This is an optimization exercise on Yosys and OpenROAD, whose aim is small area and a short achievable clock period, not a production implementation. Only simulation tests tie the RTL to the original design; equivalence was not proved. Power and IR drop assume default switching activity.

Setup of P:
## fifo_sync
module fifo_sync #(
    parameter DATA_WIDTH          = 32,
    parameter DEPTH               = 16,
    parameter ADDR_WIDTH          = $clog2(DEPTH),
    parameter ALMOST_FULL_THRESH  = DEPTH - 2,
    parameter ALMOST_EMPTY_THRESH = 2
) (
    input  wire                    clk,
    input  wire                    rst_n,
    input  wire                    wr_en,
    input  wire [DATA_WIDTH-1:0]   wr_data,
    output reg                     full,
    output reg                     almost_full,
    output reg                     overflow,
    input  wire                    rd_en,
    output reg  [DATA_WIDTH-1:0]   rd_data,
    output reg                     empty,
    output reg                     almost_empty,
    output reg                     underflow,
    output reg  [ADDR_WIDTH:0]     data_count,
    output reg  [ADDR_WIDTH:0]     peak_count
);
    reg [DATA_WIDTH-1:0] mem [0:DEPTH-1];
    reg [ADDR_WIDTH-1:0] wr_ptr;      
    reg [DEPTH-1:0]      rd_sel;      
    wire do_write = wr_en & ~full;
    wire do_read  = rd_en & ~empty;
    wire inc      = do_write & ~do_read;
    wire dec      = do_read & ~do_write;
    integer i;
    always @(posedge clk) begin
        for (i = 0; i < DEPTH; i = i + 1)
            if (!full && wr_ptr == i)
                mem[i] <= wr_data;
    end
    reg [DATA_WIDTH-1:0] rd_next;
    always @(*) begin
        rd_next = rd_data & {DATA_WIDTH{~do_read}};
        for (i = 0; i < DEPTH; i = i + 1)
            rd_next = rd_next | (mem[i] & {DATA_WIDTH{rd_sel[i] & do_read}});
    end
    always @(posedge clk) begin
        if (!rst_n) begin
            wr_ptr  <= {ADDR_WIDTH{1'b0}};
            rd_sel  <= {{(DEPTH-1){1'b0}}, 1'b1};
            rd_data <= {DATA_WIDTH{1'b0}};
  ...
==> flow/config.mk <==
export PLATFORM = sky130hd
export DESIGN_NAME = fifo_sync
export DESIGN_NICKNAME = fifo_sync
export VERILOG_FILES = /design/flow/design.v
export SDC_FILE = /design/flow/constraint.sdc
export NUM_CORES = 4
export LEC_CHECK = 0
export CAP_MARGIN = 20
export CORE_MARGIN = 2
export CORE_UTILIZATION = 65
export CTS_CLUSTER_DIAMETER = 100
export CTS_CLUSTER_SIZE = 25
export PLACE_DENSITY = 0.75
export SETUP_SLACK_MARGIN = 1.42
export SLEW_MARGIN = 20
==> flow/constraint.sdc <==
create_clock -name core_clock -period 3.2 [get_ports {clk}]
set_input_delay 0.6400 -clock core_clock [delete_from_list [all_inputs] [get_ports {clk}]]
set_output_delay 0.6400 -clock core_clock [all_outputs]
set_load 0.01 [all_outputs]
standard.sh (not shown) runs the stock make flow with config.mk's settings and CLKGATE_MAP_FILE= SYNTH_SCRIPT=/design/flow/synth_recipe.tcl, a recipe that flattens the netlist after the stock synthesis.
==> flow/flow/run.sh <==
#!/bin/bash
# Standard ORFS layout, with the port buffers made from plain buffers
# (sky130_fd_sc_hd__buf_2) instead of the default choice.
set -euo pipefail
export BUFFER_PORTS_ARGS="-buffer_cell sky130_fd_sc_hd__buf_2"
bash standard.sh > standard.log 2>&1
Edits applied to the flow inputs when going from P to Q:
- swapping 1.42 for 1.4 in SETUP_SLACK_MARGIN
- swapping 0.75 for 0.85 in PLACE_DENSITY
## What came out
Q: flow completed, timing, DRC and antenna clean. [Q] worst supply voltage drop on vdd fell about 5.4% relative to P. Cmp Q and P / leakage dissipation / lower: P. P vs Q, first element of the critical path: wr_ptr[0]$_SDFFE_PN0P_ vs rd_sel[8]$_SDFFE_PN0P_. Against P, worst hold slack in Q came out better. Diff P -> Q: first-pass GRT wire length has increased; layout buffer count excluding clock buffers rose about 12%; maximum frequency saw an increase.
#### Input delta (R over Q)
- CORE_UTILIZATION changed from 65 to 55
- PLACE_DENSITY changed from 0.85 to 0.7
Results
R: PASS, flow complete, no timing, DRC or antenna violations. Re all-layer global routing usage: R and Q aren't equal, and the lower value belongs to R. Worst ir drop on vdd (R over Q): decrease, 16%. In the tables for R and Q, worst setup slack reads lower with Q.

* * *

fifo_sync, a different RTL version from the one above (not shown whole).
For scale: about 1300 cells after synthesis, roughly 590 flip-flops, roughly 84 I/O pins, ~21000 sq um of cells after synthesis.
==> flow/design.v (excerpt) <==
module fifo_sync #(
    parameter DATA_WIDTH          = 32,
    parameter DEPTH               = 16,
    parameter ADDR_WIDTH          = $clog2(DEPTH),
    parameter ALMOST_FULL_THRESH  = DEPTH - 2,
    parameter ALMOST_EMPTY_THRESH = 2
) (
    input  wire                    clk,
    input  wire                    rst_n,
    input  wire                    wr_en,
    input  wire [DATA_WIDTH-1:0]   wr_data,
    output reg                     full,
    output reg                     almost_full,
    output reg                     overflow,
    input  wire                    rd_en,
    output reg  [DATA_WIDTH-1:0]   rd_data,
    output reg                     empty,
    output reg                     almost_empty,
    output reg                     underflow,
    output reg  [ADDR_WIDTH:0]     data_count,
    output reg  [ADDR_WIDTH:0]     peak_count
);
clock: 3.2 ns
lec_check: 0
cap_margin: 20
core_margin: 2
core_utilization: 65
cts_cluster_diameter: 80
cts_cluster_size: 32
place_density: 0.75
setup_slack_margin: 1.4
slew_margin: 20
Scripts as last shown in full above: flow/flow/run.sh
The first run ran to the end with no violations.
Edit:
==> flow/flow/run.sh (replaced) <==
#!/bin/bash
# Standard ORFS layout, with the port buffers made from plain buffers
# (sky130_fd_sc_hd__buf_4) instead of the default choice.
set -euo pipefail
export BUFFER_PORTS_ARGS="-buffer_cell sky130_fd_sc_hd__buf_4"
bash standard.sh > standard.log 2>&1
CTS_CLUSTER_DIAMETER = 100   (was 80)
CTS_CLUSTER_SIZE = 25   (was 32)
After rerunning: The changed run completed without violations. Sequential share of layout area increases by 0.16 points. Via count decreases by 1.8%. Final cell count decreases by 0.78%. Fmax increases by 0.63%. Flip-flop and latch count stays the same. Design area barely changes.
Edit:
==> flow/flow/run.sh (replaced) <==
#!/bin/bash
# Standard ORFS layout, with the port buffers made from plain buffers
# (sky130_fd_sc_hd__buf_2) instead of the default choice.
set -euo pipefail
export BUFFER_PORTS_ARGS="-buffer_cell sky130_fd_sc_hd__buf_2"
bash standard.sh > standard.log 2>&1
CTS_CLUSTER_DIAMETER = 60   (was 100)
CTS_CLUSTER_SIZE = 40   (was 25)
=> Utilization rises by 1.9 points. Final cell count is higher by 1.7%. Global-route usage rose by 0.53 points. Hold slack gains 23 ps. Total power increases by 10%. Fmax is lower by 0.50%. First-iteration DRC count went up by 14%. Clock-buffer cell count drops by 11.
Edit:
==> flow/run.sh (new file) <==
#!/bin/bash
# synth_recipe.tcl (not shown) runs the flow's synth.tcl, then flattens the netlist and writes it again
# the make line also repeats each setting of config.mk as NAME=value (left out here)
make -C /OpenROAD-flow-scripts/flow DESIGN_CONFIG=/design/flow/config.mk WORK_HOME=/design/flow/orfs CLKGATE_MAP_FILE= SYNTH_SCRIPT=/design/flow/synth_recipe.tcl finish
CORE_UTILIZATION = 40   (was 65)
CTS_CLUSTER_DIAMETER = not set   (was 60)
CTS_CLUSTER_SIZE = not set   (was 40)
PLACE_DENSITY = not set   (was 0.75)
SETUP_SLACK_MARGIN = 1.6   (was 1.4)
removed: flow/flow/run.sh
removed: flow/standard.sh
=> Global-route usage shrinks by 9.1 points. Worst setup slack gets better by 49 ps. Combinational power grows by 35%. Register-to-register slack gets better by 150 ps. Wire length grows by about 16%. Final area grows by about 12%.
Edit:
SETUP_SLACK_MARGIN = not set   (was 1.6)
Final area came out lower by a little under a tenth; global-route usage came out lower by 2.1 points; synthesized area does not change; setup slack gets worse by 580 ps.
Edit:
CORE_UTILIZATION = 65   (was 40)
PLACE_DENSITY = 0.75   (was not set)
SETUP_SLACK_MARGIN = 1.4   (was not set)
=> Final area hardly moves. Clock-buffer cell count increases by 3. Die area shrinks by 38%. Sequential share of layout area rises by 0.56 points. Maximum frequency went up by 27%. Total power is about the same. Routed wire length is lower by 5.4%. Cell count fell by 12%. Global-route usage came out higher by 11 points. Synthesized area does not change.

## static timing again, ports no longer ideal
Ports are ideal in the flow. The routed layouts listed here were re-timed in OpenROAD.
Step 1: set_driving_cell puts a clkbuf_16 on clk and a buf_2 on each other input, an assumption about the parent block.
Step 2, shift: input delay + t, output delay - t, t = (earliest + latest rising clock arrival at the registers) / 2. This alone moves slack from input paths to output paths.
a / b / c = ideal / step 1 / step 2; a / b = the first two.
| run | t (ns) | setup WS [ns] | clock arrival spread, ns |
|---|---|---|---|
| P | 0.637 | 1.330 / 1.330 / 1.096 | 0.022 / 0.022 |
| Q | 0.631 | 1.377 / 1.352 / 1.073 | 0.026 / 0.027 |
| R | 0.646 | 1.408 / 1.366 / 1.092 | 0.027 / 0.028 |
| the first run of note 2 | 0.621 | 1.378 / 1.378 / 1.068 | 0.041 / 0.041 |
| the second run of note 2 | 0.620 | 1.390 / 1.338 / 1.131 | 0.029 / 0.028 |
| the third run of note 2 | 0.595 | 1.381 / 1.381 / 0.944 | 0.034 / 0.034 |
| the fourth run of note 2 | 0.682 | 1.430 / 1.372 / 1.029 | 0.045 / 0.046 |
| the fifth run of note 2 | 0.666 | 0.846 / 0.846 / 0.305 | 0.042 / 0.043 |
| the sixth run of note 2 | 0.622 | 1.345 / 1.345 / 0.820 | 0.015 / 0.016 |
After both steps every run listed still meets setup and hold. The setup slack of the fifth run of note 2, which loses most, moves by 0.000 ns with the drivers and by -0.541 ns with both steps.
